Source: an optimization exercise on an open RTL-to-GDS flow (aim: small area). Production flows keep margins and buffers that such runs may drop.
RTL that was checked went through simulation tests only; none was proved equivalent to the original.
Power and IR drop assume default switching activity. The flow treats the clock pin as an ideal source, which a real chip does not have.

==> inputs of 08-17 <==
==> flow/design.v (excerpt) <==
module conv(
  input clk,
  input reset,
  input [15:0] pxl_in,
  output [15:0] pxl_out,
  output [9:0] count,
  output valid
);
clock: 7.5 ns
lec_check: 0
abc_area: 0
cap_margin: 0
core_margin: 2
core_utilization: 40
cts_cluster_diameter: 150
cts_cluster_size: 25
gpl_timing_driven: 0
slew_margin: 0
synth_hierarchical: 1
standard.sh (not shown) runs the stock make flow with config.mk's settings and CLKGATE_MAP_FILE= SYNTH_SCRIPT=/design/flow/synth_recipe.tcl, a recipe that flattens the netlist after the stock synthesis.
==> flow/flow/run.sh <==
#!/bin/bash
# The standard layout (standard.sh) with two changes: the port buffers are
# the two-strength buffer cell (buf_2), and clock tree synthesis puts up to 33 flip-flops
# (within 90 um) on one leaf buffer and adds no dummy loads.
# ORFS writes each step's full log under orfs/logs/; make's output goes to
# standard.log.
set -euo pipefail
export BUFFER_PORTS_ARGS="-buffer_cell sky130_fd_sc_hd__buf_2"
export CTS_ARGS="-sink_clustering_enable -repair_clock_nets -dont_use_dummy_load -sink_clustering_size 33 -sink_clustering_max_diameter 90"
bash standard.sh > standard.log 2>&1
==> 10-19 (differences from 08-17) <==
--- a/flow/design.v
+++ b/flow/design.v
@@ -653,53 +653,54 @@
   wire x585;
   xo ux585 (x584, c581, x585);
   wire i586 = ~r22[5];
   wire i587 = ~r22[14];
   wire i588 = ~p_r22_14_1;
-  assign pxl_out[0] = ~r22[0];
-  wire c591;
-  xn us590 (r22[1], r22[0], pxl_out[1]);
+  wire i589 = ~r22[0];
+  wire s590, c591;
+  xn us590 (r22[1], r22[0], s590);
   o2 uc591 (r22[1], r22[0], c591);
-  wire c593;
-  ha us592 (r22[2], c591, pxl_out[2], c593);
-  wire c595;
-  xn us594 (r22[3], c593, pxl_out[3]);
+  wire s592, c593;
+  ha us592 (r22[2], c591, s592, c593);
+  wire s594, c595;
+  xn us594 (r22[3], c593, s594);
   o2 uc595 (r22[3], c593, c595);
-  wire c597;
-  xn us596 (r22[4], c595, pxl_out[4]);
+  wire s596, c597;
+  xn us596 (r22[4], c595, s596);
   o2 uc597 (r22[4], c595, c597);
-  wire c599;
-  xn us598 (i586, c597, pxl_out[5]);
+  wire s598, c599;
+  xn us598 (i586, c597, s598);
   o2 uc599 (i586, c597, c599);
-  wire c601;
-  ha us600 (r22[6], c599, pxl_out[6], c601);
-  wire c603;
-  ha us602 (r22[7], c601, pxl_out[7], c603);
-  wire c605;
-  ha us604 (r22[8], c603, pxl_out[8], c605);
-  wire c607;
-  ha us606 (r22[9], c605, pxl_out[9], c607);
-  wire c609;
-  ha us608 (r22[10], c607, pxl_out[10], c609);
-  wire c611;
-  ha us610 (r22[11], c609, pxl_out[11], c611);
-  wire c613;
-  ha us612 (r22[12], c611, pxl_out[12], c613);
-  wire c615;
-  fa us614 (r22[13], p_r22_13_1, c613, pxl_out[13], c615);
+  wire s600, c601;
+  ha us600 (r22[6], c599, s600, c601);
+  wire s602, c603;
+  ha us602 (r22[7], c601, s602, c603);
+  wire s604, c605;
+  ha us604 (r22[8], c603, s604, c605);
+  wire s606, c607;
+  ha us606 (r22[9], c605, s606, c607);
+  wire s608, c609;
+  ha us608 (r22[10], c607, s608, c609);
+  wire s610, c611;
+  ha us610 (r22[11], c609, s610, c611);
+  wire s612, c613;
+  ha us612 (r22[12], c611, s612, c613);
+  wire s614, c615;
+  fa us614 (r22[13], p_r22_13_1, c613, s614, c615);
   wire s616, c617;
   fa us616 (p_r22_14_2, i587, i588, s616, c617);
-  wire c619;
-  xn us618 (s616, c615, pxl_out[14]);
+  wire s618, c619;
+  xn us618 (s616, c615, s618);
   o2 uc619 (s616, c615, c619);
   wire x620;
   xo ux620 (r22[15], c617, x620);
   wire x621;
   xo ux621 (x620, c619, x621);
-  assign pxl_out[15] = ~x621;
+  wire i622 = ~x621;
   wire [15:0] line1_i = {x248, s246, r02[13], r02[12], r02[11], r02[10], r02[9], r02[8], r02[7], r02[6], r02[5], r02[4], r02[3], r02[2], r02[1], r02[0]};
   wire [15:0] line2_i = {r12[15], r12[14], r12[13], r12[12], r12[11], r12[10], r12[9], r12[8], r12[7], r12[6], r12[5], r12[4], r12[3], r12[2], r12[1], r12[0]};
+  assign pxl_out = {i622, s618, s614, s612, s610, s608, s606, s604, s602, s600, s598, s596, s594, s592, s590, i589};
   always @(posedge clk) begin
     r00 <= {x113, s109, s105, s103, s101, s99, s97, s95, s93, s91, s89, s87, s85, s3, s1, pxl_in[0]};
     r01 <= {x177, s172, s167, s162, s157, s152, s147, s142, s137, s132, s127, s122, s120, s118, s116, s114};
     p_r01_14_1 <= c168;
     r02 <= {x245, s239, s231, s226, s221, s216, s211, s206, s201, s196, s191, s186, s184, s182, s180, s178};
--- a/flow/flow/run.sh
+++ b/flow/flow/run.sh
@@ -1,8 +1,8 @@
 #!/bin/bash
 # The standard layout (standard.sh) with two changes: the port buffers are
-# the two-strength buffer cell (buf_2), and clock tree synthesis puts up to 33 flip-flops
+# the two-strength buffer cell, and clock tree synthesis puts up to 33 flip-flops
 # (within 90 um) on one leaf buffer and adds no dummy loads.
 # ORFS writes each step's full log under orfs/logs/; make's output goes to
 # standard.log.
 set -euo pipefail
 export BUFFER_PORTS_ARGS="-buffer_cell sky130_fd_sc_hd__buf_2"
==> 11-12 (differences from 08-17) <==
--- a/flow/flow/run.sh
+++ b/flow/flow/run.sh
@@ -1,8 +1,8 @@
 #!/bin/bash
 # The standard layout (standard.sh) with two changes: the port buffers are
-# the two-strength buffer cell (buf_2), and clock tree synthesis puts up to 33 flip-flops
+# the two-strength buffer cell, and clock tree synthesis puts up to 33 flip-flops
 # (within 90 um) on one leaf buffer and adds no dummy loads.
 # ORFS writes each step's full log under orfs/logs/; make's output goes to
 # standard.log.
 set -euo pipefail
 export BUFFER_PORTS_ARGS="-buffer_cell sky130_fd_sc_hd__buf_2"
==> run summary <==
10-19 produced a clean layout. 08-17 completed without violations. 11-12 passed the timing, design-rule and antenna checks. Register-to-register slack is about the same in 08-17 and 11-12. In via count, 08-17 and 11-12 do not differ. Against 11-12, the design area of 10-19 is larger by 0.47%. In clock skew, 11-12 and 10-19 hardly differ. In critical path depth, 10-19 and 08-17 do not differ. Between 08-17 and 10-19, the lower non-clock buffer count is in 08-17 (gap 13). Worst hold slack is the same in 11-12 and 08-17.
The RTL of 10-19 was laid out without a check of its function.

==> job 9207 <==
conv, a different RTL version from the one above (not shown whole).
clock: 7.5 ns
lec_check: 0
abc_area: 0
cap_margin: 0
core_margin: 2
core_utilization: 40
cts_cluster_diameter: 150
cts_cluster_size: 25
gpl_timing_driven: 0
slew_margin: 0
synth_hierarchical: 1
==> flow/flow/run.sh <==
#!/bin/bash
# The standard layout (standard.sh) with two changes: the port buffers are
# the two-strength buffer cell (buf_2), and clock tree synthesis puts up to 33 flip-flops
# (within 90 um) on one leaf buffer and adds no dummy loads.
# ORFS writes each step's full log under orfs/logs/; make's output goes to
# standard.log.
set -euo pipefail
export BUFFER_PORTS_ARGS="-buffer_cell sky130_fd_sc_hd__buf_2"
export CTS_ARGS="-sink_clustering_enable -repair_clock_nets -dont_use_dummy_load -sink_clustering_size 33 -sink_clustering_max_diameter 90"
bash standard.sh > standard.log 2>&1
==> job 5744: changes against job 9207 <==
--- a/flow/design.v
+++ b/flow/design.v
@@ -549,109 +549,95 @@
   xo ux492 (r20[15], pxl_in[15], x492);
   wire x493;
   xo ux493 (x492, s51, x493);
   wire x494;
   xo ux494 (c489, x493, x494);
   wire x495;
   xo ux495 (x494, c491, x495);
-  wire i496 = ~r21[0];
-  wire s497, c498;
-  fa us497 (r21[1], r21[0], i160, s497, c498);
-  wire s499, c500;
-  fa us499 (r21[2], i285, c498, s499, c500);
-  wire i501 = ~s499;
+  wire s496, c497;
+  ha us496 (r21[1], i160, s496, c497);
+  wire s498, c499;
+  fa us498 (r21[2], c497, i285, s498, c499);
+  wire s500, c501;
+  fa us500 (r21[3], i288, c499, s500, c501);
   wire s502, c503;
-  fa us502 (r21[3], i288, c500, s502, c503);
+  fa us502 (r21[4], i291, c501, s502, c503);
   wire s504, c505;
-  ha us504 (s499, s502, s504, c505);
+  fa us504 (r21[5], i294, c503, s504, c505);
   wire s506, c507;
-  fa us506 (r21[4], i291, c503, s506, c507);
+  fa us506 (r21[6], i299, c505, s506, c507);
   wire s508, c509;
-  xn us508 (c505, s506, s508);
-  o2 uc509 (c505, s506, c509);
+  fa us508 (r21[7], i304, c507, s508, c509);
   wire s510, c511;
-  fa us510 (r21[5], i294, c507, s510, c511);
+  fa us510 (r21[8], i309, c509, s510, c511);
   wire s512, c513;
-  ha us512 (c509, s510, s512, c513);
+  fa us512 (r21[9], i314, c511, s512, c513);
   wire s514, c515;
-  fa us514 (r21[6], i299, c511, s514, c515);
+  fa us514 (r21[10], i319, c513, s514, c515);
   wire s516, c517;
-  ha us516 (c513, s514, s516, c517);
+  fa us516 (r21[11], i324, c515, s516, c517);
   wire s518, c519;
-  fa us518 (r21[7], i304, c515, s518, c519);
+  fa us518 (r21[12], i329, c517, s518, c519);
   wire s520, c521;
-  ha us520 (c517, s518, s520, c521);
+  fa us520 (r21[13], i334, c519, s520, c521);
   wire s522, c523;
-  fa us522 (r21[8], i309, c519, s522, c523);
-  wire s524, c525;
-  ha us524 (c521, s522, s524, c525);
-  wire s526, c527;
-  fa us526 (r21[9], i314, c523, s526, c527);
-  wire s528, c529;
-  ha us528 (c525, s526, s528, c529);
-  wire s530, c531;
-  fa us530 (r21[10], i319, c527, s530, c531);
-  wire s532, c533;
-  ha us532 (c529, s530, s532, c533);
-  wire s534, c535;
-  fa us534 (r21[11], i324, c531, s534, c535);
-  wire s536, c537;
-  ha us536 (c533, s534, s536, c537);
-  wire s538, c539;
-  fa us538 (r21[12], i329, c535, s538, c539);
-  wire s540, c541;
-  ha us540 (c537, s538, s540, c541);
-  wire s542, c543;
-  fa us542 (r21[13], i334, c539, s542, c543);
-  wire s544, c545;
-  ha us544 (c541, s542, s544, c545);
-  wire s546, c547;
-  fa us546 (r21[14], i339, c543, s546, c547);
-  wire s548, c549;
-  ha us548 (c545, s546, s548, c549);
-  wire x550;
-  xo ux550 (r21[15], i344, x550);
-  wire x551;
-  xo ux551 (c547, x550, x551);
-  wire x552;
-  xo ux552 (c549, x551, x552);
-  wire i553 = ~x552;
+  fa us522 (r21[14], i339, c521, s522, c523);
+  wire x524;
+  xo ux524 (r21[15], s55, x524);
+  wire x525;
+  xo ux525 (c523, x524, x525);
+  assign pxl_out[0] = ~r22[0];
+  wire c528;
+  ha us527 (r22[1], r22[0], pxl_out[1], c528);
+  wire c530;
+  xn us529 (r22[2], c528, pxl_out[2]);
+  o2 uc530 (r22[2], c528, c530);
+  wire c532;
+  ha us531 (r22[3], c530, pxl_out[3], c532);
+  wire c534;
+  xn us533 (r22[4], c532, pxl_out[4]);
+  o2 uc534 (r22[4], c532, c534);
+  wire c536;
+  ha us535 (r22[5], c534, pxl_out[5], c536);
+  wire c538;
+  ha us537 (r22[6], c536, pxl_out[6], c538);
+  wire c540;
+  ha us539 (r22[7], c538, pxl_out[7], c540);
+  wire c542;
+  ha us541 (r22[8], c540, pxl_out[8], c542);
+  wire c544;
+  ha us543 (r22[9], c542, pxl_out[9], c544);
+  wire c546;
+  ha us545 (r22[10], c544, pxl_out[10], c546);
+  wire c548;
+  ha us547 (r22[11], c546, pxl_out[11], c548);
+  wire c550;
+  ha us549 (r22[12], c548, pxl_out[12], c550);
+  wire c552;
+  ha us551 (r22[13], c550, pxl_out[13], c552);
+  wire c554;
+  ha us553 (r22[14], c552, pxl_out[14], c554);
+  xo ux555 (r22[15], c554, pxl_out[15]);
   wire [15:0] line1_i = {x224, s222, r02[13], r02[12], r02[11], r02[10], r02[9], r02[8], r02[7], r02[6], r02[5], r02[4], r02[3], r02[2], r02[1], r02[0]};
   wire [15:0] line2_i = {x411, s409, r12[13], r12[12], r12[11], r12[10], r12[9], r12[8], r12[7], r12[6], r12[5], r12[4], r12[3], r12[2], r12[1], r12[0]};
-  assign pxl_out[0] = r22[0];
-  assign pxl_out[1] = r22[1];
-  assign pxl_out[2] = r22[2];
-  assign pxl_out[3] = r22[3];
-  assign pxl_out[4] = r22[4];
-  assign pxl_out[5] = r22[5];
-  assign pxl_out[6] = r22[6];
-  assign pxl_out[7] = r22[7];
-  assign pxl_out[8] = r22[8];
-  assign pxl_out[9] = r22[9];
-  assign pxl_out[10] = r22[10];
-  assign pxl_out[11] = r22[11];
-  assign pxl_out[12] = r22[12];
-  assign pxl_out[13] = r22[13];
-  assign pxl_out[14] = r22[14];
-  assign pxl_out[15] = r22[15];
   always @(posedge clk) begin
     r00 <= {x78, s75, s73, s71, s69, s67, s65, s63, s61, s59, s37, s35, s33, s31, s29, pxl_in[0]};
     r01 <= {x148, s143, s138, s133, s128, s123, s118, s113, s108, s103, s98, s93, s88, s83, s81, s79};
     p_r01_14_1 <= c139;
     r02 <= {x221, s216, s211, s206, s201, s196, s191, s186, s181, s176, s171, s166, s161, s156, s153, s150};
     p_r02_14_1 <= c212;
     r10 <= {x282, s277, s273, s269, s265, s261, s257, s253, s249, s245, s241, s237, s233, s229, s227, s225};
     p_r10_14_1 <= c274;
     r11 <= {x350, s345, s340, s335, s330, s325, s320, s315, s310, s305, s300, s295, s292, s289, s286, s283};
     p_r11_14_1 <= c341;
     r12 <= {x408, s403, s399, s395, s391, s387, s383, s379, s375, s371, s367, s363, s359, s355, s353, s351};
     p_r12_14_1 <= c400;
     r20 <= {x437, s434, s432, s430, s428, s426, s424, s422, s420, s418, s416, s414, s412, line2_o[2], line2_o[1], line2_o[0]};
     r21 <= {x495, s490, s486, s482, s478, s474, s470, s466, s462, s458, s454, s450, s446, s442, s440, s438};
-    r22 <= {i553, s548, s544, s540, s536, s532, s528, s524, s520, s516, s512, s508, s504, i501, s497, i496};
+    r22 <= {x525, s522, s520, s518, s516, s514, s512, s510, s508, s506, s504, s502, s500, s498, s496, r21[0]};
     line1 <= {line1[24*16-1:0], line1_i};
     line2 <= {line2[24*16-1:0], line2_i};
   end
   reg [9:0] counter;
   wire [10:0] cy;
   wire [9:0] cn;
   assign cy[0] = 1'b1;
@@ -661,23 +647,28 @@
     assign cy[gi+1] = counter[gi] & cy[gi];
   end endgenerate
   always @(posedge clk) begin
     if (reset) counter <= 10'd0;
     else counter <= cn;
   end
   assign count = counter;
-  wire [7:0] ce = counter[9:2];
+  wire [7:0] ce = cn[9:2];
   wire [1:0] w1 = ce[0] + ce[3] + ce[6];
   wire [1:0] w2 = ce[1] + ce[4] + ce[7];
   wire [1:0] w4 = ce[2] + ce[5];
   wire [4:0] vs7 = w1 + {w2, 1'b0} + {w4, 2'b0};
   wire m0 = (vs7 == 5'd0) | (vs7 == 5'd7) | (vs7 == 5'd14);
   wire ge = (|ce[7:4]) | (&ce[3:0]);
   wire le = (ce <= 8'd196);
-  assign valid = ge & le & ~(counter[1] & m0);
+  reg vld;
+  always @(posedge clk) begin
+    if (reset) vld <= 1'b0;
+    else vld <= ge & le & ~(cn[1] & m0);
+  end
+  assign valid = vld;
 endmodule
 module fa(input a, input b, input c, output s, output co);
   assign s = a ^ b ^ c;
   assign co = (a & b) | (c & (a ^ b));
 endmodule
 module ha(input a, input b, output s, output co);
   assign s = a ^ b;
==> flow/flow/run.sh (replaced) <==
#!/bin/bash
# The standard layout (standard.sh) with two changes: the port buffers are
# the two-strength buffer cell (buf_2), and clock tree synthesis puts up to 31 flip-flops
# (within 80 um) on one leaf buffer and adds no dummy loads.
# ORFS writes each step's full log under orfs/logs/; make's output goes to
# standard.log.
set -euo pipefail
export BUFFER_PORTS_ARGS="-buffer_cell sky130_fd_sc_hd__buf_2"
export CTS_ARGS="-sink_clustering_enable -repair_clock_nets -dont_use_dummy_load -sink_clustering_size 31 -sink_clustering_max_diameter 80"
bash standard.sh > standard.log 2>&1
==> flow/config.mk (replaced) <==
export PLATFORM = sky130hd
export DESIGN_NAME = conv
export DESIGN_NICKNAME = conv
export VERILOG_FILES = /design/flow/design.v
export SDC_FILE = /design/flow/constraint.sdc
export NUM_CORES = 4
export LEC_CHECK = 0
export ABC_AREA = 0
export CAP_MARGIN = 0
export CORE_MARGIN = 2
export CORE_UTILIZATION = 48
export CTS_CLUSTER_DIAMETER = 150
export CTS_CLUSTER_SIZE = 25
export GPL_TIMING_DRIVEN = 0
export SLEW_MARGIN = 0
export SYNTH_HIERARCHICAL = 1
==> job 2368: changes against job 9207 <==
--- a/flow/design.v
+++ b/flow/design.v
@@ -661,23 +661,28 @@
     assign cy[gi+1] = counter[gi] & cy[gi];
   end endgenerate
   always @(posedge clk) begin
     if (reset) counter <= 10'd0;
     else counter <= cn;
   end
   assign count = counter;
-  wire [7:0] ce = counter[9:2];
+  wire [7:0] ce = cn[9:2];
   wire [1:0] w1 = ce[0] + ce[3] + ce[6];
   wire [1:0] w2 = ce[1] + ce[4] + ce[7];
   wire [1:0] w4 = ce[2] + ce[5];
   wire [4:0] vs7 = w1 + {w2, 1'b0} + {w4, 2'b0};
   wire m0 = (vs7 == 5'd0) | (vs7 == 5'd7) | (vs7 == 5'd14);
   wire ge = (|ce[7:4]) | (&ce[3:0]);
   wire le = (ce <= 8'd196);
-  assign valid = ge & le & ~(counter[1] & m0);
+  reg vld;
+  always @(posedge clk) begin
+    if (reset) vld <= 1'b0;
+    else vld <= ge & le & ~(cn[1] & m0);
+  end
+  assign valid = vld;
 endmodule
 module fa(input a, input b, input c, output s, output co);
   assign s = a ^ b ^ c;
   assign co = (a & b) | (c & (a ^ b));
 endmodule
 module ha(input a, input b, output s, output co);
   assign s = a ^ b;
==> flow/config.mk (replaced) <==
export PLATFORM = sky130hd
export DESIGN_NAME = conv
export DESIGN_NICKNAME = conv
export VERILOG_FILES = /design/flow/design.v
export SDC_FILE = /design/flow/constraint.sdc
export NUM_CORES = 4
export LEC_CHECK = 0
export ABC_AREA = 0
export CAP_MARGIN = 0
export CORE_MARGIN = 2
export CORE_UTILIZATION = 48
export CTS_CLUSTER_DIAMETER = 150
export CTS_CLUSTER_SIZE = 25
export GPL_TIMING_DRIVEN = 0
export SLEW_MARGIN = 0
export SYNTH_HIERARCHICAL = 1
==> qor summary <==
Number of nets in the final layout: job 5744 1698; job 2368 1693; job 9207 1701
Ratio of total power to cell area: job 5744 512 nW/µm²; job 2368 513 nW/µm²; job 9207 512 nW/µm²
Tapcells: job 5744 672; job 2368 672; job 9207 782
Status: job 5744 timing/DRC/antenna clean; job 2368 timing/DRC/antenna clean; job 9207 timing/DRC/antenna clean
Beginning of the critical path: job 5744 pxl_in[1]; job 2368 pxl_in[1]; job 9207 pxl_in[2]
Tmin final: job 5744 7.35 ns; job 2368 7.31 ns; job 9207 7.34 ns
Worst VDD drop: job 5744 0.294 mV; job 2368 0.256 mV; job 9207 0.228 mV
Worst-Skew Late Latency: job 5744 0.58 ns; job 2368 0.58 ns; job 9207 0.57 ns
Area added between synthesis and finish: job 5744 9.60%; job 2368 9.53%; job 9207 10.1%
Starting density of the core: job 5744 48.8%; job 2368 48.8%; job 9207 40.6%
Number of non-filler instances in the completed layout: job 5744 2101; job 2368 2097; job 9207 2215
Maximum fanout encountered on the critical timing path: job 5744 11; job 2368 11; job 9207 7
Met3 WL post-DR: job 5744 975 µm; job 2368 939 µm; job 9207 893 µm
Share of cell area taken by flip-flops and latches: job 5744 71.3%; job 2368 71.4%; job 9207 70.9%
Synthesized netlist net count: job 5744 1590; job 2368 1585; job 9207 1593
Die Height: job 5744 230 µm; job 2368 230 µm; job 9207 252 µm
Switching pwr: job 5744 3630 µW; job 2368 3650 µW; job 9207 3690 µW
Simple-Gate Fraction of Synth Area: job 5744 0.392%; job 2368 0.417%; job 9207 0.646%
P_comb: job 5744 2930 µW; job 2368 3040 µW; job 9207 3090 µW
Core Area: job 5744 50400 µm²; job 2368 50400 µm²; job 9207 60600 µm²
Met2 wirelength from detailed routing: job 5744 13.6 mm; job 2368 13.4 mm; job 9207 13.7 mm
Core occupancy in the finished layout: job 5744 53.5%; job 2368 53.5%; job 9207 44.7%
Global routing usage on met2: job 5744 18.9%; job 2368 18.5%; job 9207 15.8%
Only the layout flow was run in job 9207 and job 2368; the RTL was not checked for function there.

re-timing with driven ports:
How much do the figures lean on ideal ports? The routed layouts below were timed once more, with nothing changed but the port constraints.
Step 1 assumes that a clkbuf_16 drives the clock port and a buf_2 every other input.
Step 2 moves the port delays by t, midway between the first and last clock arrival at a register: inputs arrive t later, outputs are due t later. That takes back most of the time a late clock gives input paths.
a / b / c = no drivers / after step 1 / after step 2; a / b = the first two.
run	shift t [ns]	setup WS [ns]	worst setup path at the end	latest minus earliest clock arrival (ns)	worst register clock-pin slew, ns
08-17	0.607	0.116 / 0.124 / -0.483	input to register	0.089 / 0.089	0.11 / 0.11
10-19	0.600	0.086 / 0.069 / -0.531	input to register	0.102 / 0.102	0.11 / 0.11
11-12	0.607	0.116 / 0.124 / -0.483	input to register	0.089 / 0.089	0.11 / 0.11
job 9207	0.611	0.162 / 0.194 / -0.417	input to register	0.037 / 0.036	0.11 / 0.11
job 5744	0.608	0.148 / 0.157 / -0.451	input to register	0.055 / 0.054	0.11 / 0.11
job 2368	0.613	0.186 / 0.205 / -0.409	input to register	0.032 / 0.033	0.12 / 0.12
With both steps, setup timing fails in every run listed, where it was met with ideal ports. For 10-19, which loses most, drivers alone change the setup slack by -0.017 ns; drivers and shift together by -0.617 ns.
